Source: an optimization exercise on an open RTL-to-GDS flow (aim: a short achievable clock period and few clock cycles). Production flows keep margins and buffers that such runs may drop. RTL that was checked went through simulation tests only; none was proved equivalent to the original. Function not checked in run 1: the RTL went through the layout flow alone. No driver is modelled on the clock port, so clocking that relies on it looks cheaper here than on a real chip. No activity file was given, so power comes from the tool's default toggle rates.

$ cat flow/config.mk
export PLATFORM = sky130hd
export DESIGN_NAME = MIPS_DLX
export DESIGN_NICKNAME = MIPS_DLX
export VERILOG_FILES = /design/flow/design.v
export SDC_FILE = /design/flow/constraint.sdc
export NUM_CORES = 8
export LEC_CHECK = 0
export CAP_MARGIN = 20
export CORE_MARGIN = 2
export CORE_UTILIZATION = 40
export SLEW_MARGIN = 20
$ cat flow/standard.sh
#!/bin/bash
# synth_recipe.tcl (not shown) runs the flow's synth.tcl, then flattens the netlist and writes it again
# the make line also repeats each setting of config.mk as NAME=value (left out here)
make -C /OpenROAD-flow-scripts/flow DESIGN_CONFIG=/design/flow/config.mk WORK_HOME=/design/flow/orfs CLKGATE_MAP_FILE= SYNTH_SCRIPT=/design/flow/synth_recipe.tcl "${@:-finish}"
$ cat flow/flow/post_cts.tcl
# Extra timing repair at the end of ORFS's CTS step (before 4_1_cts.odb is
# written): fix slow transitions, then more setup repair passes, then
# legalize the placement again.
puts "post_cts: extra repair"
estimate_parasitics -placement
repair_design -slew_margin 50 -cap_margin 50 -verbose
estimate_parasitics -placement
repair_timing -setup -setup_margin 5.6 -repair_tns 100 -verbose
detailed_placement
estimate_parasitics -placement
repair_timing -setup -setup_margin 5.6 -repair_tns 100 -verbose
detailed_placement
check_placement -verbose
report_worst_slack -max
$ cat flow/flow/run.sh
#!/bin/bash
# Standard ORFS layout with delay cells kept out of the netlist and
# repair_timing asked for more setup slack than the default.
set -euo pipefail
DONT_USE="sky130_fd_sc_hd__probe_p_8 sky130_fd_sc_hd__probec_p_8 sky130_fd_sc_hd__lpflow_bleeder_1 sky130_fd_sc_hd__lpflow_clkbufkapwr_1 sky130_fd_sc_hd__lpflow_clkbufkapwr_16 sky130_fd_sc_hd__lpflow_clkbufkapwr_2 sky130_fd_sc_hd__lpflow_clkbufkapwr_4 sky130_fd_sc_hd__lpflow_clkbufkapwr_8 sky130_fd_sc_hd__lpflow_clkinvkapwr_1 sky130_fd_sc_hd__lpflow_clkinvkapwr_16 sky130_fd_sc_hd__lpflow_clkinvkapwr_2 sky130_fd_sc_hd__lpflow_clkinvkapwr_4 sky130_fd_sc_hd__lpflow_clkinvkapwr_8 sky130_fd_sc_hd__lpflow_decapkapwr_12 sky130_fd_sc_hd__lpflow_decapkapwr_3 sky130_fd_sc_hd__lpflow_decapkapwr_4 sky130_fd_sc_hd__lpflow_decapkapwr_6 sky130_fd_sc_hd__lpflow_decapkapwr_8 sky130_fd_sc_hd__lpflow_inputiso0n_1 sky130_fd_sc_hd__lpflow_inputiso0p_1 sky130_fd_sc_hd__lpflow_inputiso1n_1 sky130_fd_sc_hd__lpflow_inputiso1p_1 sky130_fd_sc_hd__lpflow_inputisolatch_1 sky130_fd_sc_hd__lpflow_isobufsrc_1 sky130_fd_sc_hd__lpflow_isobufsrc_16 sky130_fd_sc_hd__lpflow_isobufsrc_2 sky130_fd_sc_hd__lpflow_isobufsrc_4 sky130_fd_sc_hd__lpflow_isobufsrc_8 sky130_fd_sc_hd__lpflow_isobufsrckapwr_16 sky130_fd_sc_hd__lpflow_lsbuf_lh_hl_isowell_tap_1 sky130_fd_sc_hd__lpflow_lsbuf_lh_hl_isowell_tap_2 sky130_fd_sc_hd__lpflow_lsbuf_lh_hl_isowell_tap_4 sky130_fd_sc_hd__lpflow_lsbuf_lh_isowell_4 sky130_fd_sc_hd__lpflow_lsbuf_lh_isowell_tap_1 sky130_fd_sc_hd__lpflow_lsbuf_lh_isowell_tap_2 sky130_fd_sc_hd__lpflow_lsbuf_lh_isowell_tap_4  sky130_fd_sc_hd__clkdlybuf4s15_1 sky130_fd_sc_hd__clkdlybuf4s15_2 sky130_fd_sc_hd__clkdlybuf4s18_1 sky130_fd_sc_hd__clkdlybuf4s18_2 sky130_fd_sc_hd__clkdlybuf4s25_1 sky130_fd_sc_hd__clkdlybuf4s25_2 sky130_fd_sc_hd__clkdlybuf4s50_1 sky130_fd_sc_hd__clkdlybuf4s50_2 sky130_fd_sc_hd__dlygate4sd1_1 sky130_fd_sc_hd__dlygate4sd2_1 sky130_fd_sc_hd__dlygate4sd3_1 sky130_fd_sc_hd__dlymetal6s2s_1 sky130_fd_sc_hd__dlymetal6s4s_1 sky130_fd_sc_hd__dlymetal6s6s_1"
bash standard.sh "DONT_USE_CELLS=$DONT_USE" SETUP_SLACK_MARGIN=5.6 SLEW_MARGIN=50 CAP_MARGIN=50 POST_CTS_TCL="$PWD/flow/post_cts.tcl" finish > standard.log 2>&1
$ cat flow/constraint.sdc
create_clock -name core_clock -period 10.0 [get_ports {clock}]
set_input_delay 2.0000 -clock core_clock [delete_from_list [all_inputs] [get_ports {clock}]]
set_output_delay 2.0000 -clock core_clock [all_outputs]
set_load 0.01 [all_outputs]
$ cat flow/design.v
`timescale 1ns / 1ps
module MIPS_DLX(
	input         clock,
	input         reset,
	input         enable,
	output [9:0]  imem_addr,
	input  [31:0] imem_data,
	output [9:0]  dmem_addr,
	output [31:0] dmem_wdata,
	output        dmem_we,
	input  [31:0] dmem_rdata
);
reg [9:0]  pc;
reg        e_we, e_load, e_store, e_br;
reg        e_mis_eq, e_mis_ne;            
reg        e_fold, e_fbeq, e_fpred;       
reg [9:0]  e_falt;                        
reg        e_fz;                          
reg        e_fa2, e_fb2;                  
reg [31:0] e_a2, e_b2;
reg [3:0]  e_fidx;
reg [1:0]  e_fctr;
reg        e_pred, e_bne;
reg [4:0]  e_dst;
reg [9:0]  e_pc1, e_tgt;                  
reg [9:0]  e_pc;
reg        e_hit, e_spred;
reg [1:0]  e_ctr;
reg        e_fa, e_fb, e_fc;              
reg [31:0] e_a, e_b, e_c;                 
reg        e_sub, e_arith, e_and, e_or, e_xor, e_nor, e_slt, e_sltu;
reg        e_sll, e_sr, e_sra, e_big;
reg        e_ek_addi, e_ek_andi, e_ek_ld, e_ezk;
reg        e_ek_sl;                       
reg [31:0] e_negimm;
reg [4:0]  x_lo, x_hi0, x_hi1;
reg        x_c;
reg [31:0] x_wdata;
reg        x_sfwd;                        
reg [31:0] m_res;
reg        m_we;
reg [4:0]  m_dst;
reg [31:1] f_one, f_b0;                   
reg [31:0] rf [1:31];
wire [31:0] R = dmem_rdata;
assign dmem_addr  = {x_c ? x_hi1 : x_hi0, x_lo};
assign dmem_wdata = x_sfwd ? m_res : x_wdata;
assign dmem_we    = e_store & enable;
wire [31:0] a = e_fa ? m_res : e_a;
wire [31:0] b = e_fb ? m_res : e_b;
wire [31:0] c = e_fc ? m_res : e_c;
wire [31:0] cx   = c ^ {32{e_sub}};
wire [32:0] sum  = {1'b0, a} + {1'b0, cx} + {32'd0, e_sub};
wire        lt   = (a[31] ^ c[31]) ? a[31] : sum[31];
wire        ltu  = ~sum[32];
wire [4:0]  sh   = c[4:0];
wire        big  = e_big & (|c[31:5]);
wire [31:0] shl  = a << sh;
wire [32:0] shr  = $signed({e_sra & a[31], a}) >>> sh;
wire [31:0] res_shl = big ? 32'd0 : shl;
wire [31:0] res_shr = big ? {32{e_sra & a[31]}} : shr[31:0];
wire [9:0]  sum10 = a[9:0] + cx[9:0] + {9'd0, e_sub};
wire [9:0]  res10 = ({10{e_arith}} & sum10)
                  | ({10{e_and}}   & (a[9:0] & c[9:0]))
                  | ({10{e_or}}    & (a[9:0] | c[9:0]))
                  | ({10{e_xor}}   & (a[9:0] ^ c[9:0]))
                  | ({10{e_nor}}   & ~(a[9:0] | c[9:0]))
                  | ({10{e_sll}}   & res_shl[9:0])
                  | ({10{e_sr}}    & res_shr[9:0]);
wire [31:0] res = ({32{e_arith}} & sum[31:0])
                | ({32{e_and}}   & (a & c))
                | ({32{e_or}}    & (a | c))
                | ({32{e_xor}}   & (a ^ c))
                | ({32{e_nor}}   & ~(a | c))
                | {31'd0, (e_slt & lt) | (e_sltu & ltu)}
                | ({32{e_sll}}   & res_shl)
                | ({32{e_sr}}    & res_shr)
                | ({32{e_load}}  & R);
wire        eq_rr      = (e_a == e_b);
wire        eq_mr      = (m_res == e_b);
wire        eq_rm      = (e_a == m_res);
wire        eq         = e_fa ? (e_fb ? 1'b1 : eq_mr) : (e_fb ? eq_rm : eq_rr);
wire        taken      = eq ^ e_bne;
wire        mispredict_b = eq ? e_mis_eq : e_mis_ne;
wire        eq2        = e_fa2 ? (e_fb2 ? 1'b1 : (m_res == e_b2)) :
                                 (e_fb2 ? (e_a2 == m_res) : (e_a2 == e_b2));
wire        fcond      = e_fz ? ezero : eq2;
wire        ftaken     = e_fbeq ? fcond : ~fcond;
wire        mispredict_f = e_fold & (ftaken != e_fpred);
wire        mispredict = mispredict_b | mispredict_f;
wire        z_addi = e_fa ? (m_res == e_negimm) : (e_a == e_negimm);
wire        ezero = (e_ek_addi & z_addi) | (e_ek_andi & ~|(a & c)) |
                    (e_ek_ld & ~|R);
wire [31:0] ins   = imem_data;
wire [5:0]  op    = ins[31:26];
wire [4:0]  rs    = ins[25:21];
wire [4:0]  rt    = ins[20:16];
wire [4:0]  rd    = ins[15:11];
wire [5:0]  funct = ins[5:0];
wire is_r    = op == 6'b000000;
wire is_j    = op == 6'b000010;
wire is_beq  = op == 6'b000100;
wire is_bne  = op == 6'b000101;
wire is_addi = op == 6'b001000;
wire is_slti = op == 6'b001010;
wire is_andi = op == 6'b001100;
wire is_ori  = op == 6'b001101;
wire is_xori = op == 6'b001110;
wire is_lw   = op == 6'b100011;
wire is_sw   = op == 6'b101011;
wire is_imm  = is_addi | is_slti | is_andi | is_ori | is_xori;
wire is_br   = is_beq | is_bne;
wire is_mem  = is_lw | is_sw;
wire [4:0] dst = is_r ? rd : rt;
wire       we  = (is_r | is_imm | is_lw) & (dst != 5'd0);
wire f_add  = is_r & (funct == 6'h20 || funct == 6'h21);
wire f_sub  = is_r & (funct == 6'h22 || funct == 6'h23);
wire f_or   = is_r & (funct == 6'h25);
wire f_xor  = is_r & (funct == 6'h26);
wire f_nor  = is_r & (funct == 6'h27);
wire f_slt  = is_r & (funct == 6'h2a);
wire f_sltu = is_r & (funct == 6'h2b);
wire f_sll  = is_r & (funct == 6'h00);
wire f_srl  = is_r & (funct == 6'h02);
wire f_sra  = is_r & (funct == 6'h03);
wire f_sllv = is_r & (funct == 6'h04);
wire f_srlv = is_r & (funct == 6'h06);
wire f_srav = is_r & (funct == 6'h07);
wire f_and  = is_r & ~(f_add | f_sub | f_or | f_xor | f_nor | f_slt | f_sltu |
                       f_sll | f_srl | f_sra | f_sllv | f_srlv | f_srav);
wire [31:0] imm = {{16{ins[15]}}, ins[15:0]};
wire [31:0] rf_a = (rs == 5'd0) ? 32'd0 : rf[rs];
wire [31:0] rf_b = (rt == 5'd0) ? 32'd0 : rf[rt];
wire [31:0] val_a = rf_a;
wire [31:0] val_b = rf_b;
wire fwd_a = e_we & (e_dst == rs);
wire fwd_b = e_we & (e_dst == rt);
wire       stall    = is_mem & fwd_a & e_ek_sl;
wire [9:0] base     = fwd_a ? (e_load ? R[9:0] : res10) : val_a[9:0];
function [5:0] add5;
	input [4:0] x, y;
	input       cin;
	reg [4:0] p, g, gg, pp, gn, pn;
	integer i, d;
	begin
		p = x ^ y;
		g = x & y;
		gg = g; gg[0] = g[0] | (p[0] & cin);
		pp = p;
		for (d = 1; d < 5; d = d * 2) begin
			gn = gg; pn = pp;
			for (i = d; i < 5; i = i + 1) begin
				gn[i] = gg[i] | (pp[i] & gg[i-d]);
				pn[i] = pp[i] & pp[i-d];
			end
			gg = gn; pp = pn;
		end
		add5 = {gg[4], p ^ {gg[3:0], cin}};
	end
endfunction
wire [5:0] a_lo     = add5(base[4:0], ins[4:0], 1'b0);
wire [5:0] a_hi0    = add5(base[9:5], ins[9:5], 1'b0);
wire [5:0] a_hi1    = add5(base[9:5], ins[9:5], 1'b1);
wire same  = rs == rt;
wire spred = is_beq ? (same | ins[15]) : ~same;
reg [31:0]  bp_v;
reg [159:0] bp_tag;
reg [63:0]  bp_ctr;
wire [4:0] bp_i   = pc[4:0];
wire       bp_hit = bp_v[bp_i] & (bp_tag[bp_i*5 +: 5] == pc[9:5]);
wire [1:0] bp_c   = bp_ctr[bp_i*2 +: 2];
wire       dpred  = bp_hit ? bp_c[1] : spred;
wire       early_ok = is_br & ~same & e_ezk &
                      (((rt == 5'd0) & fwd_a) | ((rs == 5'd0) & fwd_b));
wire       pred     = early_ok ? (is_beq ? ezero : ~ezero) : dpred;
wire [9:0] pc1 = pc + 10'd1;
wire [9:0] pc2 = pc + 10'd2;
wire [9:0] tgt = pc + ins[9:0];
reg [15:0]  fb_v, fb_j, fb_beq, fb_zt;
reg [95:0]  fb_tag;
reg [79:0]  fb_r, fb_rs, fb_rt;
reg [159:0] fb_tgt;
reg [31:0]  fb_ctr;
wire [3:0] fb_i    = pc[3:0];
wire       fb_hit  = fb_v[fb_i] & (fb_tag[fb_i*6 +: 6] == pc[9:4]);
wire       fb_isj  = fb_j[fb_i];
wire       fb_eq   = fb_beq[fb_i];
wire [4:0] fb_reg  = fb_r[fb_i*5 +: 5];
wire [4:0] fb_rsi  = fb_rs[fb_i*5 +: 5];
wire [4:0] fb_rti  = fb_rt[fb_i*5 +: 5];
wire       fb_z    = fb_zt[fb_i];
wire [9:0] fb_dst  = fb_tgt[fb_i*10 +: 10];
wire [1:0] fb_c    = fb_ctr[fb_i*2 +: 2];
wire       x_ezk   = is_addi | is_andi | is_lw;
wire       fold_ok = fb_hit & ~is_br & ~is_j;
wire       fold_j  = fold_ok & fb_isj;
wire       fold_z  = fb_z & we & x_ezk & (dst == fb_reg);
wire       fold_g  = ~(we & ((dst == fb_rsi) | (dst == fb_rti)));
wire       fold_b  = fold_ok & ~fb_isj & (fold_z | fold_g);
wire [31:0] g_a    = (fb_rsi == 5'd0) ? 32'd0 : rf[fb_rsi];
wire [31:0] g_b    = (fb_rti == 5'd0) ? 32'd0 : rf[fb_rti];
wire        g_fa   = e_we & (e_dst == fb_rsi);
wire        g_fb   = e_we & (e_dst == fb_rti);
wire       x_dec1  = is_addi & (ins[15:0] == 16'hFFFF);
wire       x_bit0  = is_andi & (ins[15:0] == 16'h0001);
wire       m_wrs   = m_we & (m_dst == rs);
wire       rs_one  = (rs != 5'd0) & (m_wrs ? (m_res == 32'd1) : f_one[rs]);
wire       rs_b0   = (rs != 5'd0) & (m_wrs ? m_res[0] : f_b0[rs]);
wire       x_known = (x_dec1 | x_bit0) & ~fwd_a;
wire       x_zero  = x_dec1 ? rs_one : ~rs_b0;
wire       fb_pred = (fold_z & x_known) ? (fb_eq ? x_zero : ~x_zero) : fb_c[1];
wire       fpred   = fold_j | (fold_b & fb_pred);
wire [9:0] f_next = stall ? pc :
                    (fold_j | fold_b) ? (fpred ? fb_dst : pc2) :
                    (is_br & pred) ? tgt : (is_j ? ins[9:0] : pc1);
assign imem_addr = pc;
always @(posedge clock) begin
	if (reset)
		pc <= 10'd0;
	else if (enable)
		pc <= mispredict_f ? e_falt : mispredict_b ? (e_pred ? e_pc1 : e_tgt) : f_next;
end
wire kill = mispredict | stall;       
always @(posedge clock) begin
	if (reset) begin
		e_we <= 1'b0; e_load <= 1'b0; e_store <= 1'b0; e_br <= 1'b0;
		e_mis_eq <= 1'b0; e_mis_ne <= 1'b0; e_ezk <= 1'b0; e_fold <= 1'b0;
	end else if (enable) begin
		e_fold   <= fold_b & ~kill;
		e_ezk    <= we & ~kill & (is_addi | is_andi | is_lw);
		e_we     <= we & ~kill;
		e_load   <= is_lw & ~kill;
		e_store  <= is_sw & ~kill;
		e_br     <= is_br & ~kill;
		e_mis_eq <= is_br & ~kill & (is_bne == pred);
		e_mis_ne <= is_br & ~kill & (is_bne != pred);
	end
end
always @(posedge clock) begin
	if (enable) begin
		e_dst    <= dst;
		e_bne    <= is_bne;
		e_pred   <= pred;
		e_fbeq   <= fb_eq;
		e_fz     <= fold_z;
		e_fa2    <= g_fa;
		e_fb2    <= g_fb;
		e_a2     <= g_a;
		e_b2     <= g_b;
		e_fpred  <= fb_pred;
		e_falt   <= fb_pred ? pc2 : fb_dst;
		e_fidx   <= fb_i;
		e_fctr   <= fb_c;
		e_pc1    <= pc1;
		e_tgt    <= tgt;
		e_pc     <= pc;
		e_hit    <= bp_hit;
		e_spred  <= spred;
		e_ctr    <= bp_c;
		e_fa     <= fwd_a;
		e_fb     <= fwd_b;
		e_fc     <= fwd_b & ~is_imm;
		e_a      <= val_a;
		e_b      <= val_b;
		e_c      <= is_imm ? imm : val_b;
		e_sub    <= f_sub | f_slt | f_sltu | is_slti;
		e_arith  <= f_add | f_sub | is_addi;
		e_and    <= f_and | is_andi;
		e_or     <= f_or | is_ori;
		e_xor    <= f_xor | is_xori;
		e_nor    <= f_nor;
		e_slt    <= f_slt | is_slti;
		e_sltu   <= f_sltu;
		e_sll    <= f_sll | f_sllv;
		e_sr     <= f_srl | f_sra | f_srlv | f_srav;
		e_sra    <= f_sra | f_srav;
		e_big    <= f_sll | f_srl | f_sra;
		e_ek_addi <= is_addi;
		e_ek_andi <= is_andi;
		e_ek_ld   <= is_lw;
		e_ek_sl   <= f_slt | is_slti | f_sltu;
		e_negimm  <= 32'd0 - imm;
		x_lo     <= a_lo[4:0];
		x_c      <= a_lo[5];
		x_hi0    <= a_hi0[4:0];
		x_hi1    <= a_hi1[4:0];
		x_wdata  <= val_b;
		x_sfwd   <= fwd_b;
	end
end
always @(posedge clock) begin
	if (enable) begin
		m_res <= res;
		m_dst <= e_dst;
	end
end
always @(posedge clock) begin
	if (reset)
		m_we <= 1'b0;
	else if (enable)
		m_we <= e_we;
end
always @(posedge clock) begin
	if (m_we) begin
		f_one[m_dst] <= (m_res == 32'd1);
		f_b0[m_dst]  <= m_res[0];
	end
end
wire [1:0] ctr0  = e_hit ? e_ctr : (e_spred ? 2'b10 : 2'b01);
wire [1:0] ctr_t = (ctr0 == 2'b11) ? 2'b11 : ctr0 + 2'b01;
wire [1:0] ctr_n = (ctr0 == 2'b00) ? 2'b00 : ctr0 - 2'b01;
reg        u_v;
reg [9:0]  u_pc;
reg [1:0]  u_ctr;
always @(posedge clock) begin
	if (reset)
		u_v <= 1'b0;
	else if (enable)
		u_v <= e_br;
end
always @(posedge clock) begin
	if (enable) begin
		u_pc  <= e_pc;
		u_ctr <= taken ? ctr_t : ctr_n;
	end
end
always @(posedge clock) begin
	if (reset) begin
		bp_v <= 32'd0;
	end else if (enable && u_v) begin
		bp_v[u_pc[4:0]] <= 1'b1;
	end
end
always @(posedge clock) begin
	if (enable && u_v) begin
		bp_tag[u_pc[4:0]*5 +: 5] <= u_pc[9:5];
		bp_ctr[u_pc[4:0]*2 +: 2] <= u_ctr;
	end
end
wire       al_zt   = is_br & ~same & ((rt == 5'd0) | (rs == 5'd0));
reg        a_v, a_j, a_beq, a_sp, a_zt;
reg [4:0]  a_rs, a_rt;
reg [9:0]  a_pc, a_tgt;
reg [4:0]  a_r;
always @(posedge clock) begin
	if (reset)
		a_v <= 1'b0;
	else if (enable)
		a_v <= is_j | is_br;
end
always @(posedge clock) begin
	if (enable) begin
		a_pc  <= pc;
		a_j   <= is_j;
		a_beq <= is_beq;
		a_sp  <= spred;
		a_r   <= (rt == 5'd0) ? rs : rt;
		a_zt  <= al_zt;
		a_rs  <= rs;
		a_rt  <= rt;
		a_tgt <= is_j ? ins[9:0] : tgt;
	end
end
wire [9:0] pm1     = a_pc - 10'd1;
wire [3:0] al_i    = pm1[3:0];
wire       al_have = fb_v[al_i] & (fb_tag[al_i*6 +: 6] == pm1[9:4]);
wire       al      = a_v & ~al_have;
wire [1:0] fctr_t  = (e_fctr == 2'b11) ? 2'b11 : e_fctr + 2'b01;
wire [1:0] fctr_n  = (e_fctr == 2'b00) ? 2'b00 : e_fctr - 2'b01;
reg        fu_v;
reg [3:0]  fu_i;
reg [1:0]  fu_ctr;
always @(posedge clock) begin
	if (reset)
		fu_v <= 1'b0;
	else if (enable)
		fu_v <= e_fold;
end
always @(posedge clock) begin
	if (enable) begin
		fu_i   <= e_fidx;
		fu_ctr <= ftaken ? fctr_t : fctr_n;
	end
end
always @(posedge clock) begin
	if (reset) begin
		fb_v <= 16'd0;
	end else if (enable && al) begin
		fb_v[al_i] <= 1'b1;
	end
end
always @(posedge clock) begin
	if (enable && al) begin
		fb_tag[al_i*6 +: 6]   <= pm1[9:4];
		fb_j[al_i]            <= a_j;
		fb_beq[al_i]          <= a_beq;
		fb_r[al_i*5 +: 5]     <= a_r;
		fb_zt[al_i]           <= a_zt;
		fb_rs[al_i*5 +: 5]    <= a_rs;
		fb_rt[al_i*5 +: 5]    <= a_rt;
		fb_tgt[al_i*10 +: 10] <= a_tgt;
		fb_ctr[al_i*2 +: 2]   <= a_sp ? 2'b10 : 2'b01;
	end else if (enable && fu_v) begin
		fb_ctr[fu_i*2 +: 2]   <= fu_ctr;
	end
end
always @(posedge clock) begin
	if (e_we)
		rf[e_dst] <= res;
end
endmodule
==> flow_metrics.py, run 1 <==
metrics = {
    "outcome": {
        "status": "complete, no violations",
    },
    "pwr": {
        "p_sw_uw": 10360,
        "p_int_uw": 20040,
        "p_comb_share_pct": 31.2,
        "power-per-cell-area_nw_per_um2": 182.6,
        "total_leakage_power_uw": 0.05730,
        "pwr-share-seq_pct": 37.5,
        "p_total_uw": 30390,
        "peakVddDrop_uv": 185.8,
        "clkPwrFrac_pct": 31.3,
        "p_sw_share_pct": 34.08,
    },
    "sta": {
        "worstMarginPinSlew_ps": 1205,
        "fmax_mhz": 209.2,
        "relSlewSlack_pct": 19.46,
        "skew_ps": 152.1,
        "fin_tns_setup_ps": 0,
        "fin_crit_sh_pct": 47.81,
        "drv_slew": 0,
        "layout_min_cycle_time_ps": 4781,
        "final_hold_viol_count": 0,
        "rsz0062_at_grt": "yes",
        "setup_viol": 0,
    },
    "finish": {
        "final-seq-area_um2": 67580,
        "syn_to_final_growth_pct": 18.69,
        "mostFrequentLayoutCells": "edfxtp_1 (2203), mux4_2 (1047), nand2_1 (1019), mux2i_1 (710), mux2_2 (575)",
        "layout_commonest_cell": "edfxtp_1",
        "final_area_um2": 166400,
        "layout.nets": 11490,
        "multi_input_area_um2": 73120,
        "postLayoutCoreUtil_pct": 47.67,
        "drive_gt1_share_pct": 30.66,
        "final.fill_count": 30290,
    },
    "synthesis": {
        "synthFlopType": "edfxtp_1",
        "yosys_warnings": 1,
        "avgSynthCellArea_um2": 13.05,
        "ys_ff_latch": 2273,
        "ys_seq_area_share_pct": 48.17,
        "yosysUniqueCellTypes": 108,
        "syn_area_um2": 140200,
        "syn_inst": 10740,
        "async_reset_ff_share_pct": 0,
        "synthesis.nets": 10970,
        "synth-edff-count": 2203,
    },
    "setup_path": {
        "critPathLaunchType": "register",
        "rr_startpoint": "e_fc",
        "r2r_slack_ps": 5220,
        "cp_max_fo": 6,
        "r2r-end": "rf[25][28]",
        "arrival_ps": 5410,
        "reg2reg_depth": 21,
        "worstSetupPathType": "reg -> reg",
        "worstSetupStartpoint": "e_fc",
        "worstSetupEndpointType": "register",
        "required_ps": 10630,
    },
    "cts": {
        "clk_latency_ps": 1020,
        "numClockSinks": 2273,
        "clk_pin_slew_ps": 60,
        "tritoncts": "built",
    },
    "detailed_routing": {
        "drtPass1Iterations": 9,
        "post-route-drc-count": 0,
        "final_antenna_net_count": 0,
        "drt_wl_total_um": 582100,
        "drt-initial-drc-count": 17190,
        "wl_per_cell_um": 36.19,
        "vias": 109900,
        "viasPerCell": 6.835,
    },
    "die": {
        "die_y_um": 596.1,
        "fp.dieArea_um2": 355300,
        "start_util_pct": 40.16,
        "die_x_um": 596.1,
        "core_area_um2": 349200,
        "ioPinCount": 120,
        "fp-row-count": 217,
    },
    "placement": {
        "post_dp_cell_area_um2": 147800,
        "post-dp-hpwl_um": 368500,
        "place.gp.congestion": 0.9889,
        "io_buffers": 119,
    },
    "min_path": {
        "hold_depth": 2,
        "hold_path.class": "reg -> reg",
        "hold_path.startpoint": "bp_v[13]",
        "min_to": "bp_v[13]",
    },
    "global_route": {
        "grt_start_max_net_pins": 112,
        "grt_antenna_before_repair": 42,
        "grt_pass1_wl_um": 803800,
        "first_global_vias": 105300,
        "overflow": 0,
        "grt_usage_pct": 31.40,
    },
    "flow_run": {
        "cap_violations": 0,
    },
}
## routing by layer
layer / global-route usage (%) / vias up / routed length [µm]
li1: - / 44010 / -
met1: 40.19 / 55700 / 208600
met2: 47.63 / 8342 / 257200
met3: 7.440 / 1855 / 69080
met4: 20.63 / 18 / 46970
met5: 0.2299 / - / 201
## per-stage QoR
step                setup WS, ps  instances  hold WS (ps)
detailed placement          3454      14990         454.1
global placement            2769      14890         442.2
finish                      5219      16080         468.2
floorplan                   4442      10740         424.4
global route                5214      16070         486.8
## sequential cells by signal, indices dropped and copies added, names as in the netlist, 64 cells and up
signal  count
bp_tag    160
fb_tag     96
fb_tgt    160
bp_ctr     64
fb_rs      80
fb_rt      80
fb_r       80
rf        992
## synth_stat cells, types with 49 or more instances
cell type	instances	area (µm²)
a21oi_1	435	2177
a31oi_1	49	306.5
nand3_1	133	665.6
buf_2	121	605.6
edfxtp_1	2203	66150
xnor2_1	226	1979
mux2_2	591	6655
nor4_1	62	387.9
a211oi_1	106	795.8
buf_1	150	563.0
nor2_1	618	2320
inv_1	154	578.1
nor3_1	81	405.4
clkbuf_1	572	2147
a22o_1	371	3249
o21ai_0	528	2643
o211ai_1	207	1554
ha_1	157	1964
dfxtp_1	70	1401
nand2_1	1068	4009
a21o_1	64	480.5
mux4_2	1048	23600
o22ai_1	51	319.1
xor2_1	111	972.2
mux2i_1	820	8208
nand4_1	66	412.9
## layout make-up
cell class	count	share of cell area (%)
multi-input cells	7450	43.93
flip-flops and latches	2273	40.60
clock inverters	158	0.9848
well taps	4599	3.457
inverters	164	0.4443
repair buffers	1124	6.658
diodes	24	0.03608
clock buffers	291	3.889
## worst max path at each step
stage / cells after the start / slack (ps) / to
after global routing: 25 / 5210 / rf[27][26]
final: 21 / 5220 / rf[25][28]
after floorplan: 16 / 4440 / pc[9]
after detailed placement: 19 / 3450 / pc[3]
after global placement: 17 / 2770 / pc[3]
## cells by family (layout without fill, tap and decap cells)
group | count (synthesis) | after routing | synth area share (%)
DFF | 2273 | 2273 | 48.17
other | 0 | 24 | 0
AOI/OAI and AO/OA | 2189 | 2203 | 10.63
xor gates and xnor gates | 339 | 339 | 2.132
adders and majority gates | 167 | 167 | 1.522
and+or+nand+nor | 2273 | 2278 | 7.047
muxes | 2460 | 2463 | 27.44
buffers and inverters | 1041 | 1737 | 3.061
## worst max-delay path, cell delays in order (launching register included)
cell,delay [ps]
edfxtp_1,410
buf_6,150
buf_8,120
buf_12,140
buf_8,130
mux2i_4,210
xnor2_1,240
ha_1,360
nand2_1,140
o21ai_2,290
nand3_4,180
a31oi_4,270
buf_6,150
a31oi_4,90
buf_1,130
o21ba_4,210
nor2b_4,120
nor2_1,50
mux2_4,260
a221o_4,540
buf_6,180
buf_8,130
## power by group through the flow
stage | clock [µW] | combinational, µW | sequential, µW
final | 9500 | 9480 | 11400
after detailed placement | 0 | 7540 | 11600
after global placement | 0 | 7330 | 11600
after floorplan | 0 | 4940 | 11400
after global routing | 9910 | 9790 | 11400
==> run 2: changes to the inputs <==
--- a/flow/design.v
+++ b/flow/design.v
@@ -32,3 +32,3 @@
 reg        e_sll, e_sr, e_sra, e_big;
-reg        e_ek_addi, e_ek_andi, e_ek_ld, e_ezk;
+reg        e_ek_addi, e_ek_andi, e_ek_slt, e_ek_sltu, e_ek_ld, e_ezk;
 reg        e_ek_sl;                       
@@ -92,3 +92,3 @@
 wire        ezero = (e_ek_addi & z_addi) | (e_ek_andi & ~|(a & c)) |
-                    (e_ek_ld & ~|R);
+                    (e_ek_slt & ~lt) | (e_ek_sltu & ~ltu) | (e_ek_ld & ~|R);
 wire [31:0] ins   = imem_data;
@@ -193,3 +193,3 @@
 wire [1:0] fb_c    = fb_ctr[fb_i*2 +: 2];
-wire       x_ezk   = is_addi | is_andi | is_lw;
+wire       x_ezk   = is_addi | is_andi | f_slt | is_slti | f_sltu | is_lw;
 wire       fold_ok = fb_hit & ~is_br & ~is_j;
@@ -229,3 +229,3 @@
 		e_fold   <= fold_b & ~kill;
-		e_ezk    <= we & ~kill & (is_addi | is_andi | is_lw);
+		e_ezk    <= we & ~kill & (is_addi | is_andi | f_slt | is_slti | f_sltu | is_lw);
 		e_we     <= we & ~kill;
@@ -279,2 +279,4 @@
 		e_ek_andi <= is_andi;
+		e_ek_slt  <= f_slt | is_slti;
+		e_ek_sltu <= f_sltu;
 		e_ek_ld   <= is_lw;
==> run 2 against run 1 <==
  * Still clean on timing, DRC and antenna
  * Combinational power down 11%
  * First-iteration DRC count rose by 10%
  * Critical path depth did not move
  * Sequential power hardly changed
  * Register-to-register slack better by 30 ps
==> flow_metrics.py, run 2 <==
metrics = {
    "outcome": {
        "status": "complete, no violations",
    },
    "synthesis": {
        "synth-edff-count": 2203,
        "yosys_warnings": 1,
        "async_reset_ff_share_pct": 0,
        "synthesis.nets": 11230,
        "yosysUniqueCellTypes": 91,
        "yosys.area.top_type": "edfxtp_1",
        "synth.most_common_cell": "edfxtp_1",
        "ys_seq_area_share_pct": 48.40,
        "syn_inst": 11000,
        "avgSynthCellArea_um2": 12.69,
        "synthTopCellsByArea": "edfxtp_1 (47%), mux4_2 (17%), mux2i_1 (3.8%), nand2_1 (3.0%), a22o_1 (2.8%)",
        "synthFlopType": "edfxtp_1",
        "post-synth-top-area-fraction_pct": 47.40,
        "ys_ff_latch": 2273,
        "yosys-top-cells-count": "edfxtp_1 (2203), nand2_1 (1131), mux4_2 (1045)",
        "syn_area_um2": 139600,
    },
    "sta": {
        "fin_crit_sh_pct": 47.54,
        "skew_ps": 86.53,
        "fmax_mhz": 210.3,
        "worstMarginPinSlew_ps": 855.4,
        "rsz0062_at_grt": "yes",
        "setup_ws_ps": 5246,
        "fin_tns_setup_ps": 0,
        "relSlewSlack_pct": 41.34,
        "final_hold_viol_count": 0,
        "drv_slew": 0,
        "layout_min_cycle_time_ps": 4754,
        "setup_viol": 0,
    },
    "detailed_routing": {
        "final_antenna_net_count": 0,
        "drtPass1Iterations": 7,
        "post-route-drc-count": 0,
        "vias": 111500,
        "viasPerCell": 6.902,
        "drt_wl_total_um": 560800,
        "drt-initial-drc-count": 18910,
        "wl_per_cell_um": 34.70,
    },
    "global_route": {
        "grt_start_max_net_pins": 141,
        "first_global_vias": 106300,
        "grt_usage_pct": 30.51,
        "grt_pass1_wl_um": 787300,
        "overflow": 0,
        "grt_antenna_before_repair": 38,
    },
    "setup_path": {
        "path_buf_inv": 5,
        "critPathLaunchType": "register",
        "worstSetupEndpointType": "register",
        "r2r_slack_ps": 5250,
        "slowest_delay_ps": 450,
        "r2r-end": "pc[9]",
        "reg2reg_depth": 21,
        "crit_chain": "buf_6 -> buf_12 -> or4bb_1 -> o21ai_2 -> nor2_2 -> fa_2 -> a21o_1 -> a221oi_4 -> o31ai_4 -> nor3b_4 -> o31a_1 -> a311oi_4 -> buf_6 -> a31oi_4 -> xnor2_2 -> nor2_4 -> buf_8 -> or3_4 -> buf_1 -> a21oi_2 -> o32ai_1",
        "cp_max_fo": 6,
        "critPathTopFamily": "compound AO/OA/AOI/OAI gates",
        "worstSetupPathType": "reg -> reg",
        "required_ps": 10810,
        "cp_slowest_cell": "or4bb_1",
        "rr_startpoint": "e_fa",
        "arrival_ps": 5570,
        "crit_top_cell": "buf_6",
        "path_depth": 21,
    },
    "pwr": {
        "total_leakage_power_uw": 0.05474,
        "power-per-cell-area_nw_per_um2": 178.1,
        "peakVddDrop_uv": 187.0,
    },
    "finish": {
        "layout_commonest_cell": "edfxtp_1",
        "syn_to_final_growth_pct": 17.01,
        "largest_reg_flops": 992,
        "layout.nets": 11590,
        "final_area_um2": 163300,
        "mostFrequentLayoutCells": "edfxtp_1 (2203), nand2_1 (1096), mux4_2 (1043), nor2_1 (612), a211oi_1 (508)",
        "top_register": "rf",
        "drive_gt1_share_pct": 26.83,
    },
    "placement": {
        "dp_slack_ps": 3117,
        "place.gp.congestion": 0.9670,
        "io_buffers": 119,
        "post_dp_cell_area_um2": 147200,
        "post-dp-hpwl_um": 362500,
    },
    "die": {
        "fp-row-count": 216,
        "start_util_pct": 40.25,
        "die_y_um": 594.7,
        "die_x_um": 594.7,
        "fp.dieArea_um2": 353700,
        "ioPinCount": 120,
        "core_area_um2": 346700,
    },
    "min_path": {
        "hold_path.startpoint": "bp_v[6]",
        "hold_path.class": "reg -> reg",
        "min_to": "bp_v[6]",
        "hold_depth": 2,
    },
    "flow_run": {
        "cap_violations": 0,
    },
    "cts": {
        "tritoncts": "built",
        "clk_pin_slew_ps": 60,
        "clk_latency_ps": 980,
        "numClockSinks": 2273,
    },
}
[run 2: final cells by class]
cell class	count	area (µm²)
Timing Repair inverter	1	8.758
Clock buffer	292	6422
Timing Repair Buffer	1051	9454
Antenna cell	19	47.55
Sequential cell	2273	67580
Clock inverter	160	1556
Fill cell	30250	183400
Inverter	167	711.9
Multi-Input combinational cell	7621	71800
Tap cell	4578	5728
[run 2: cells by family (layout without fill, tap and decap cells)]
family / count (synthesis) / in the layout / share of synthesized area, %
simple gates: 2670 / 2673 / 8.586
compound gates: 2501 / 2504 / 12.62
flops: 2273 / 2273 / 48.40
mux: 1931 / 1934 / 23.54
buf+inv: 1116 / 1671 / 3.165
xor+xnor: 343 / 343 / 2.158
fa+ha+maj: 167 / 167 / 1.529
other cells: 0 / 19 / 0
[run 2: power breakdown]
group / leakage (µW) / internal (µW) / switching, µW
Clock: 0.00390 / 5260 / 4060
Combinational: 0.0301 / 3000 / 5420
Sequential: 0.0208 / 11000 / 321
[run 2: worst register-to-register path: cells and delay by family (launching register included)]
kind,cells,cell delay (ps)
buf+inv,5,790
compound gates,9,1680
xor+xnor,1,280
fa+ha+maj,1,350
flops,1,410
simple gates,5,1150
[run 2: metrics by stage]
step	cells	hold WS [ps]	utilization (%)	power [µW]
after floorplan	11000	424.4	-	15880
after global placement	15060	442.2	41.72	18380
after detailed placement	15160	452.8	42.46	18630
after global routing	16150	488.7	47.09	29800
final	16160	467.4	47.10	29080
[run 2: worst max-delay path by stage]
stage	start	endpoint	slack, ps
2_1_floorplan	imem_data[22]	e_falt[6]	4400
3_3_place_gp	e_fc	pc[8]	2650
3_5_place_dp	imem_data[22]	x_hi1[4]	3120
5_1_grt	e_fc	e_fold	5150
6_report	e_fa	pc[9]	5250
[run 2: routing by layer]
layer  up-vias  GRT usage [%]  part of all wire (%)
met2      8659          45.32                    43
met1     56520          41.58                    37
met4        20          13.66                   5.4
met3      1656          8.524                    14
li1      44690              -                     -
met5         -              0                 0.032
Testbench counts of run 2, summed over its fixed seeds: cycles 26,046.
==> run 3: changes to the inputs <==
==> flow/flow/run.sh (replaced) <==
#!/bin/bash
# Standard ORFS layout with delay cells kept out of the netlist and
# repair_timing asked for more setup slack than the default.
set -euo pipefail
DONT_USE="sky130_fd_sc_hd__probe_p_8 sky130_fd_sc_hd__probec_p_8 sky130_fd_sc_hd__lpflow_bleeder_1 sky130_fd_sc_hd__lpflow_clkbufkapwr_1 sky130_fd_sc_hd__lpflow_clkbufkapwr_16 sky130_fd_sc_hd__lpflow_clkbufkapwr_2 sky130_fd_sc_hd__lpflow_clkbufkapwr_4 sky130_fd_sc_hd__lpflow_clkbufkapwr_8 sky130_fd_sc_hd__lpflow_clkinvkapwr_1 sky130_fd_sc_hd__lpflow_clkinvkapwr_16 sky130_fd_sc_hd__lpflow_clkinvkapwr_2 sky130_fd_sc_hd__lpflow_clkinvkapwr_4 sky130_fd_sc_hd__lpflow_clkinvkapwr_8 sky130_fd_sc_hd__lpflow_decapkapwr_12 sky130_fd_sc_hd__lpflow_decapkapwr_3 sky130_fd_sc_hd__lpflow_decapkapwr_4 sky130_fd_sc_hd__lpflow_decapkapwr_6 sky130_fd_sc_hd__lpflow_decapkapwr_8 sky130_fd_sc_hd__lpflow_inputiso0n_1 sky130_fd_sc_hd__lpflow_inputiso0p_1 sky130_fd_sc_hd__lpflow_inputiso1n_1 sky130_fd_sc_hd__lpflow_inputiso1p_1 sky130_fd_sc_hd__lpflow_inputisolatch_1 sky130_fd_sc_hd__lpflow_isobufsrc_1 sky130_fd_sc_hd__lpflow_isobufsrc_16 sky130_fd_sc_hd__lpflow_isobufsrc_2 sky130_fd_sc_hd__lpflow_isobufsrc_4 sky130_fd_sc_hd__lpflow_isobufsrc_8 sky130_fd_sc_hd__lpflow_isobufsrckapwr_16 sky130_fd_sc_hd__lpflow_lsbuf_lh_hl_isowell_tap_1 sky130_fd_sc_hd__lpflow_lsbuf_lh_hl_isowell_tap_2 sky130_fd_sc_hd__lpflow_lsbuf_lh_hl_isowell_tap_4 sky130_fd_sc_hd__lpflow_lsbuf_lh_isowell_4 sky130_fd_sc_hd__lpflow_lsbuf_lh_isowell_tap_1 sky130_fd_sc_hd__lpflow_lsbuf_lh_isowell_tap_2 sky130_fd_sc_hd__lpflow_lsbuf_lh_isowell_tap_4  sky130_fd_sc_hd__clkdlybuf4s15_1 sky130_fd_sc_hd__clkdlybuf4s15_2 sky130_fd_sc_hd__clkdlybuf4s18_1 sky130_fd_sc_hd__clkdlybuf4s18_2 sky130_fd_sc_hd__clkdlybuf4s25_1 sky130_fd_sc_hd__clkdlybuf4s25_2 sky130_fd_sc_hd__clkdlybuf4s50_1 sky130_fd_sc_hd__clkdlybuf4s50_2 sky130_fd_sc_hd__dlygate4sd1_1 sky130_fd_sc_hd__dlygate4sd2_1 sky130_fd_sc_hd__dlygate4sd3_1 sky130_fd_sc_hd__dlymetal6s2s_1 sky130_fd_sc_hd__dlymetal6s4s_1 sky130_fd_sc_hd__dlymetal6s6s_1"
bash standard.sh "DONT_USE_CELLS=$DONT_USE" SETUP_SLACK_MARGIN=5.6 CORE_UTILIZATION=50 SLEW_MARGIN=50 CAP_MARGIN=50 POST_CTS_TCL="$PWD/flow/post_cts.tcl" finish > standard.log 2>&1
==> run 3 against run 2 <==
  * Still clean on timing, DRC and antenna
  * Final cell count down 4.4%
  * Register-to-register slack worse by 99 ps
  * Fmax down 2.0%
  * Routed wire length up 5.7%
  * Sequential power about the same
  * Synthesized cell count unchanged
  * Global-route usage up 9.3 points
  * Non-clock buffer count up 144
  * Die area down 20%
  * Power up 4.0%
  * Worst setup slack worse by 99 ps
  * Critical path type unchanged
  * Critical endpoint is now pc[3]
  * Largest cell class unchanged
  * Highest routed layer unchanged
==> flow_metrics.py, run 3 <==
metrics = {
    "setup_path": {
        "critPathLaunchType": "register",
        "worstSetupPathType": "reg -> reg",
        "r2r_slack_ps": 5150,
        "arrival_ps": 5650,
        "r2r-end": "pc[3]",
        "cp_max_fo": 13,
        "worstSetupEndpointType": "register",
        "reg2reg_depth": 23,
        "rr_startpoint": "e_fc",
        "required_ps": 10800,
    },
    "placement": {
        "post-dp-hpwl_um": 365500,
        "io_buffers": 119,
        "place.gp.congestion": 1.018,
        "dp_cells": 14300,
    },
    "die": {
        "fp-row-count": 193,
        "die_x_um": 532.3,
        "start_util_pct": 50.39,
        "fp.dieArea_um2": 283400,
        "ioPinCount": 120,
        "core_area_um2": 277000,
        "die_y_um": 532.3,
    },
    "sta": {
        "drv_slew": 0,
        "skew_ps": 91.88,
        "setup_viol": 0,
        "final_hold_viol_count": 0,
        "worstMarginPinSlew_ps": 1019,
        "fin_tns_setup_ps": 0,
        "layout_min_cycle_time_ps": 4853,
        "fin_crit_sh_pct": 48.53,
        "fmax_mhz": 206.1,
        "rsz0062_at_grt": "yes",
        "relSlewSlack_pct": 31.37,
    },
    "global_route": {
        "first_global_vias": 106500,
        "grt_start_max_net_pins": 125,
        "grt_pass1_wl_um": 811300,
        "grt_antenna_before_repair": 36,
        "grt_usage_pct": 39.86,
        "overflow": 0,
    },
    "cts": {
        "tritoncts": "built",
        "clk_pin_slew_ps": 60,
        "clk_latency_ps": 960,
        "numClockSinks": 2273,
    },
    "synthesis": {
        "yosys.area.top_type": "edfxtp_1",
        "yosys_warnings": 1,
        "syn_area_um2": 139600,
        "syn_inst": 11000,
        "ys_seq_area_share_pct": 48.40,
        "avgSynthCellArea_um2": 12.69,
        "synth.most_common_cell": "edfxtp_1",
        "ys_ff_latch": 2273,
        "synthTopCellsByArea": "edfxtp_1 (47%), mux4_2 (17%), mux2i_1 (3.8%), nand2_1 (3.0%), a22o_1 (2.8%)",
        "synthesis.nets": 11230,
        "synthFlopType": "edfxtp_1",
        "yosys-top-cells-count": "edfxtp_1 (2203), nand2_1 (1131), mux4_2 (1045)",
        "synth-edff-count": 2203,
        "async_reset_ff_share_pct": 0,
        "yosysUniqueCellTypes": 91,
        "post-synth-top-area-fraction_pct": 47.40,
    },
    "min_path": {
        "hold_depth": 2,
        "min_to": "e_mis_ne",
        "hold_path.class": "reg -> reg",
        "hold_path.startpoint": "e_mis_ne",
    },
    "detailed_routing": {
        "highest_layer": "met5",
        "viasPerCell": 7.376,
        "dr_wl_met2_um": 247600,
        "post-route-drc-count": 0,
        "final_antenna_net_count": 0,
        "wl_met1_um": 213900,
        "vias": 114000,
        "dr_wl_met3_um": 92740,
        "wl_per_cell_um": 38.35,
        "drt_wl_total_um": 592700,
        "drt-initial-drc-count": 19940,
        "drtPass1Iterations": 7,
    },
    "finish": {
        "syn_to_final_growth_pct": 18.49,
        "mostFrequentLayoutCells": "edfxtp_1 (2203), nand2_1 (1079), mux4_2 (1045), nor2_1 (597), a211oi_1 (469)",
        "drive_gt1_share_pct": 28.79,
        "stdcell_count": 15450,
        "layout.nets": 11760,
        "layout_commonest_cell": "edfxtp_1",
        "largest_reg_flops": 992,
        "top_register": "rf",
    },
    "flow_run": {
        "cap_violations": 0,
    },
    "pwr": {
        "peakVddDrop_uv": 150.1,
        "power-per-cell-area_nw_per_um2": 182.9,
        "total_leakage_power_uw": 0.05602,
    },
    "outcome": {
        "status": "complete, no violations",
    },
}
-- run 3: cell counts after synthesis --
No cell type changed its count.
-- run 3: cell families (layout without fill, tap and decap cells) --
| group | Yosys count | count (layout) | synth area share (%) |
|---|---|---|---|
| XOR/XNOR | 343 | 343 | 2.158 |
| AO/OA/AOI/OAI | 2501 | 2508 | 12.62 |
| buffers and inverters | 1116 | 1834 | 3.165 |
| multiplexers | 1931 | 1935 | 23.54 |
| flip-flops | 2273 | 2273 | 48.40 |
| AND/OR/NAND/NOR | 2670 | 2674 | 8.586 |
| other | 0 | 14 | 0 |
| adder cells (fa/ha/maj) | 167 | 167 | 1.529 |
-- run 3: area by class of cell --
cell class	instances	area, µm²
fillers	21700	111600
multi-input cells	7627	72670
flip-flops and latches	2273	67590
repair buffers	1195	11380
clock buffers	323	6940
well taps	3705	4636
clock inverters	148	1406
inverters	167	699.4
diodes	14	35.03
repair inverters	1	17.52
-- run 3: through the flow --
step | setup slack (ps) | hold slack (ps) | total power, µW | utilization [%] | instance area, µm²
2_1_floorplan | 4399 | 424.4 | 15880 | - | 140200
3_3_place_gp | 2323 | 442.6 | 18480 | 51.85 | 143600
3_5_place_dp | 3115 | 456.3 | 18730 | 52.70 | 146000
5_1_grt | 5062 | 484.2 | 30910 | 59.70 | 165400
6_report | 5147 | 466.5 | 30260 | 59.71 | 165400
-- run 3: worst max-delay path, stage by stage (launching register included) --
cell	delay [ps]
edfxtp_1	380
buf_6	150
buf_2	210
buf_16	230
mux2i_4	290
xnor2_1	150
ha_2	420
and3_1	220
and3_1	200
nand4_1	110
buf_6	160
a2111oi_4	380
nor3_4	90
mux2i_2	200
buf_6	150
a31oi_4	90
buf_8	170
xnor2_4	150
nor2_4	240
buf_8	180
buf_1	130
buf_1	100
a21oi_1	80
a311oi_2	250
-- run 3: per-layer routing --
layer  vias to the layer above  GRT usage [%]
met5                         -              0
met3                      1904          14.07
li1                      45050              -
met4                        36          20.72
met2                      9599          56.30
met1                     57400          54.07
-- run 3: how the worst max path moves through the flow --
stage                  start          to  depth (start not counted)  slack, ps
2_1_floorplan  imem_data[22]   e_falt[6]                         16       4400
3_3_place_gp            e_fc  rf[22][29]                         16       2320
3_5_place_dp            e_fc  rf[22][29]                         16       3120
5_1_grt                 e_fc       pc[3]                         22       5060
6_report                e_fc       pc[3]                         23       5150
-- run 3: where the power goes --
group / internal (µW) / switching, µW
sequential: 11000 / 332
clock: 5460 / 4190
combinational: 3330 / 5920
total: 19800 / 10400
==> run 4: changes to the inputs <==
--- a/flow/design.v
+++ b/flow/design.v
@@ -25,5 +25,2 @@
 reg [9:0]  e_pc1, e_tgt;                  
-reg [9:0]  e_pc;
-reg        e_hit, e_spred;
-reg [1:0]  e_ctr;
 reg        e_fa, e_fb, e_fc;              
@@ -165,9 +162,3 @@
 wire spred = is_beq ? (same | ins[15]) : ~same;
-reg [31:0]  bp_v;
-reg [159:0] bp_tag;
-reg [63:0]  bp_ctr;
-wire [4:0] bp_i   = pc[4:0];
-wire       bp_hit = bp_v[bp_i] & (bp_tag[bp_i*5 +: 5] == pc[9:5]);
-wire [1:0] bp_c   = bp_ctr[bp_i*2 +: 2];
-wire       dpred  = bp_hit ? bp_c[1] : spred;
+wire       dpred  = spred;
 wire       early_ok = is_br & ~same & e_ezk &
@@ -255,6 +246,2 @@
 		e_tgt    <= tgt;
-		e_pc     <= pc;
-		e_hit    <= bp_hit;
-		e_spred  <= spred;
-		e_ctr    <= bp_c;
 		e_fa     <= fwd_a;
@@ -309,33 +296,2 @@
 	end
-end
-wire [1:0] ctr0  = e_hit ? e_ctr : (e_spred ? 2'b10 : 2'b01);
-wire [1:0] ctr_t = (ctr0 == 2'b11) ? 2'b11 : ctr0 + 2'b01;
-wire [1:0] ctr_n = (ctr0 == 2'b00) ? 2'b00 : ctr0 - 2'b01;
-reg        u_v;
-reg [9:0]  u_pc;
-reg [1:0]  u_ctr;
-always @(posedge clock) begin
-	if (reset)
-		u_v <= 1'b0;
-	else if (enable)
-		u_v <= e_br;
-end
-always @(posedge clock) begin
-	if (enable) begin
-		u_pc  <= e_pc;
-		u_ctr <= taken ? ctr_t : ctr_n;
-	end
-end
-always @(posedge clock) begin
-	if (reset) begin
-		bp_v <= 32'd0;
-	end else if (enable && u_v) begin
-		bp_v[u_pc[4:0]] <= 1'b1;
-	end
-end
-always @(posedge clock) begin
-	if (enable && u_v) begin
-		bp_tag[u_pc[4:0]*5 +: 5] <= u_pc[9:5];
-		bp_ctr[u_pc[4:0]*2 +: 2] <= u_ctr;
-	end
 end
==> flow/flow/run.sh (replaced) <==
#!/bin/bash
# Standard ORFS layout with delay cells kept out of the netlist and
# repair_timing asked for more setup slack than the default.
set -euo pipefail
DONT_USE="sky130_fd_sc_hd__probe_p_8 sky130_fd_sc_hd__probec_p_8 sky130_fd_sc_hd__lpflow_bleeder_1 sky130_fd_sc_hd__lpflow_clkbufkapwr_1 sky130_fd_sc_hd__lpflow_clkbufkapwr_16 sky130_fd_sc_hd__lpflow_clkbufkapwr_2 sky130_fd_sc_hd__lpflow_clkbufkapwr_4 sky130_fd_sc_hd__lpflow_clkbufkapwr_8 sky130_fd_sc_hd__lpflow_clkinvkapwr_1 sky130_fd_sc_hd__lpflow_clkinvkapwr_16 sky130_fd_sc_hd__lpflow_clkinvkapwr_2 sky130_fd_sc_hd__lpflow_clkinvkapwr_4 sky130_fd_sc_hd__lpflow_clkinvkapwr_8 sky130_fd_sc_hd__lpflow_decapkapwr_12 sky130_fd_sc_hd__lpflow_decapkapwr_3 sky130_fd_sc_hd__lpflow_decapkapwr_4 sky130_fd_sc_hd__lpflow_decapkapwr_6 sky130_fd_sc_hd__lpflow_decapkapwr_8 sky130_fd_sc_hd__lpflow_inputiso0n_1 sky130_fd_sc_hd__lpflow_inputiso0p_1 sky130_fd_sc_hd__lpflow_inputiso1n_1 sky130_fd_sc_hd__lpflow_inputiso1p_1 sky130_fd_sc_hd__lpflow_inputisolatch_1 sky130_fd_sc_hd__lpflow_isobufsrc_1 sky130_fd_sc_hd__lpflow_isobufsrc_16 sky130_fd_sc_hd__lpflow_isobufsrc_2 sky130_fd_sc_hd__lpflow_isobufsrc_4 sky130_fd_sc_hd__lpflow_isobufsrc_8 sky130_fd_sc_hd__lpflow_isobufsrckapwr_16 sky130_fd_sc_hd__lpflow_lsbuf_lh_hl_isowell_tap_1 sky130_fd_sc_hd__lpflow_lsbuf_lh_hl_isowell_tap_2 sky130_fd_sc_hd__lpflow_lsbuf_lh_hl_isowell_tap_4 sky130_fd_sc_hd__lpflow_lsbuf_lh_isowell_4 sky130_fd_sc_hd__lpflow_lsbuf_lh_isowell_tap_1 sky130_fd_sc_hd__lpflow_lsbuf_lh_isowell_tap_2 sky130_fd_sc_hd__lpflow_lsbuf_lh_isowell_tap_4  sky130_fd_sc_hd__clkdlybuf4s15_1 sky130_fd_sc_hd__clkdlybuf4s15_2 sky130_fd_sc_hd__clkdlybuf4s18_1 sky130_fd_sc_hd__clkdlybuf4s18_2 sky130_fd_sc_hd__clkdlybuf4s25_1 sky130_fd_sc_hd__clkdlybuf4s25_2 sky130_fd_sc_hd__clkdlybuf4s50_1 sky130_fd_sc_hd__clkdlybuf4s50_2 sky130_fd_sc_hd__dlygate4sd1_1 sky130_fd_sc_hd__dlygate4sd2_1 sky130_fd_sc_hd__dlygate4sd3_1 sky130_fd_sc_hd__dlymetal6s2s_1 sky130_fd_sc_hd__dlymetal6s4s_1 sky130_fd_sc_hd__dlymetal6s6s_1"
bash standard.sh "DONT_USE_CELLS=$DONT_USE" SETUP_SLACK_MARGIN=5.6 SLEW_MARGIN=50 CAP_MARGIN=50 POST_CTS_TCL="$PWD/flow/post_cts.tcl" finish > standard.log 2>&1
==> run 4 against run 3 <==
  * Critical path depth down 4
  * Clock power down 8.6%
  * Routed wire length is 9.7% lower
  * Non-clock buffer count decreased by 160
  * Combinational power fell by 11%
  * Worst hold slack better by 37 ps
  * Still clean
  * Critical path type unchanged
  * Power is 10% lower
  * Core utilization fell by 12 points
  * Final cell count decreased by 3.3%
  * Sequential cell count decreased by 270
  * Via count is 8.0% lower
  * Largest cell class unchanged
  * Global-route usage down 7.9 points
==> flow_metrics.py, run 4 <==
metrics = {
    "outcome": {
        "status": "complete, no violations",
    },
    "finish": {
        "postLayoutCoreUtil_pct": 47.77,
        "final_area_um2": 150500,
        "layout_commonest_cell": "edfxtp_1",
        "drive_gt1_share_pct": 27.74,
        "largest_reg_flops": 992,
        "layout.nets": 10800,
        "top_register": "rf",
        "syn_to_final_growth_pct": 18.89,
        "mostFrequentLayoutCells": "edfxtp_1 (1967), nand2_1 (1181), mux4_2 (992), nor2_1 (538), a211oi_1 (459)",
    },
    "sta": {
        "final_hold_viol_count": 0,
        "skew_ps": 90.72,
        "setup_ws_ps": 5352,
        "whs_ps": 503.1,
        "layout_min_cycle_time_ps": 4648,
        "fin_crit_sh_pct": 46.48,
        "rsz0062_at_grt": "yes",
        "drv_slew": 0,
        "setup_viol": 0,
        "worstMarginPinSlew_ps": 857.3,
        "fmax_mhz": 215.1,
        "fin_tns_setup_ps": 0,
        "relSlewSlack_pct": 42.84,
    },
    "placement": {
        "io_buffers": 119,
        "dp_slack_ps": 3509,
        "post_dp_cell_area_um2": 133500,
        "post-dp-hpwl_um": 338800,
        "place.gp.congestion": 0.9915,
    },
    "setup_path": {
        "arrival_ps": 5280,
        "required_ps": 10640,
        "worstSetupPathType": "reg -> reg",
        "worstSetupEndpointType": "register",
        "cp_max_fo": 8,
        "critPathLaunchType": "register",
    },
    "global_route": {
        "grt_pass1_wl_um": 746900,
        "grt_start_max_net_pins": 155,
        "first_global_vias": 99260,
        "grt_antenna_before_repair": 33,
        "overflow": 0,
        "grt_usage_pct": 31.96,
    },
    "flow_run": {
        "cap_violations": 0,
    },
    "die": {
        "fp-row-count": 206,
        "ioPinCount": 120,
        "core_area_um2": 315000,
        "start_util_pct": 40.18,
        "die_x_um": 566.5,
        "fp.dieArea_um2": 320900,
        "die_y_um": 566.5,
    },
    "synthesis": {
        "synthFlopType": "edfxtp_1",
        "ys_seq_area_share_pct": 47.24,
        "async_reset_ff_share_pct": 0,
        "yosysUniqueCellTypes": 116,
        "yosys-top-cells-count": "edfxtp_1 (1967), nand2_1 (1224), mux4_2 (992)",
        "yosys.area.top_type": "edfxtp_1",
        "syn_inst": 10180,
        "synthesis.nets": 10400,
        "yosys_warnings": 1,
        "ys_ff_latch": 2003,
        "synth.most_common_cell": "edfxtp_1",
        "post-synth-top-area-fraction_pct": 46.67,
        "avgSynthCellArea_um2": 12.44,
        "synth-edff-count": 1967,
        "syn_area_um2": 126600,
        "synthTopCellsByArea": "edfxtp_1 (47%), mux4_2 (18%), nand2_1 (3.6%), mux2i_1 (3.3%), a211oi_1 (2.8%)",
    },
    "detailed_routing": {
        "drtPass1Iterations": 10,
        "drt-initial-drc-count": 17450,
        "viasPerCell": 7.018,
        "wl_per_cell_um": 35.84,
        "vias": 104800,
        "final_antenna_net_count": 0,
        "post-route-drc-count": 0,
        "drt_wl_total_um": 535400,
    },
    "cts": {
        "clk_pin_slew_ps": 80,
        "tritoncts": "built",
        "clk_latency_ps": 960,
        "numClockSinks": 2003,
    },
    "pwr": {
        "total_leakage_power_uw": 0.05045,
        "power-per-cell-area_nw_per_um2": 180.5,
        "peakVddDrop_uv": 156.7,
    },
    "min_path": {
        "hold_path.class": "reg -> reg",
    },
}
-- run 4: cell types whose count changed after synthesis, sizes merged, moves of 31 or more --
cell    previous run  this run
mux2i            537       429
a21oi            524       492
dfxtp             70        36
a22o             451       353
nand2           1131      1225
edfxtp          2203      1967
a311oi           105       136
nand3            139       104
clkbuf           683       593
mux2             349       213
a211oi           526       469
mux4            1045       993
nor2             711       653
-- run 4: metrics by stage --
stage                     power (µW)  cells
after global routing           27810  14930
final                          27160  14940
after floorplan                14360  10180
after detailed placement       16890  13960
after global placement         16680  13860
-- run 4: area by class of cell --
cell class                 count  area (µm²)
sequential                  2003       59800
clock inverter               155        1934
antenna                       14       35.03
timing repair buffer        1035        9997
fill                       27430      164500
inverter                     169       723.2
timing repair inverter         3       21.27
multi-input combinational   7140       67060
tap                         4160        5205
clock buffer                 257        5697
-- run 4: cells by family after synthesis --
family,after synthesis,synth area share [%]
DFF,2003,47.24
buffers and inverters,1042,3.408
xor gates and xnor gates,330,2.304
AOI/OAI and AO/OA,2345,12.96
and+or+nand+nor,2658,9.414
adders and majority gates,163,1.649
muxes,1635,23.02
-- run 4: final timing paths --
path,from,end,slack (ps),cells past startpoint
min,fu_v,fu_v,500,2
min reg2reg,fu_v,fu_v,500,2
max reg2reg,e_fa,m_res[29],5350,19
max,e_fa,m_res[29],5350,19
-- run 4: report_power, final --
group | internal [µW] | leakage (µW) | switching, µW
sequential | 9790 | 0.0184 | 303
combinational | 2960 | 0.0284 | 5290
clock | 5100 | 0.00368 | 3720
total | 17900 | 0.0504 | 9310
-- run 4: worst max-delay path: stages, from the launching register on --
cell and delay, ps:
edfxtp_1 420, buf_2 160, buf_12 130, mux2i_1 170
buf_4 190, clkinvlp_4 140, ha_4 330, nand2_4 60
buf_6 110, o21ai_4 200, a311oi_2 80, or3_4 440
a21boi_2 150, o21a_2 190, o21ai_4 90, a2111oi_4 350
nor2_1 80, a211o_1 320, mux2i_4 270, a211o_4 460
-- run 4: per-layer routing --
metal / vias to the layer above / wire length [µm] / GRT usage (%)
met5: - / 200 / 0
met1: 52810 / 195300 / 42.56
li1: 41360 / - / -
met4: 30 / 33330 / 16.46
met3: 1800 / 78560 / 10.49
met2: 8825 / 228000 / 46.44
Testbench counts of run 4, summed over its fixed seeds: cycles 26,110.

-- afterwards: timing with drivers on the ports --
The flow's constraints put no driver on any port. The routed layouts listed below were extracted and timed again, unchanged, in two steps. Step 1 (the two cells are an assumption about what drives the block):
set clk [get_ports {clock}]
set_driving_cell -lib_cell sky130_fd_sc_hd__clkbuf_16 $clk
set_driving_cell -lib_cell sky130_fd_sc_hd__buf_2 [delete_from_list [all_inputs] $clk]
Step 2 adds t to the input delays and takes it off the output delays; t is the mean of the earliest and latest rising clock arrival at the registers after step 1. Input paths then give back, and output paths get back, about the clock's delay inside the block. Slacks: ideal / step 1 / step 2; pairs: ideal / step 1.
run | shift t [ns] | slack for setup (ns) | worst register clock-pin slew, ns
run 1 | 1.043 | 5.219 / 5.219 / 4.186 | 0.10 / 0.10
run 2 | 1.047 | 5.246 / 5.180 / 4.133 | 0.07 / 0.07
run 3 | 1.014 | 5.147 / 5.081 / 4.068 | 0.07 / 0.07
run 4 | 1.026 | 5.352 / 5.193 / 4.167 | 0.08 / 0.08
After both steps every run listed still meets setup and hold. For run 4, which loses most, drivers alone change the setup slack by -0.159 ns; drivers and shift together by -1.185 ns.
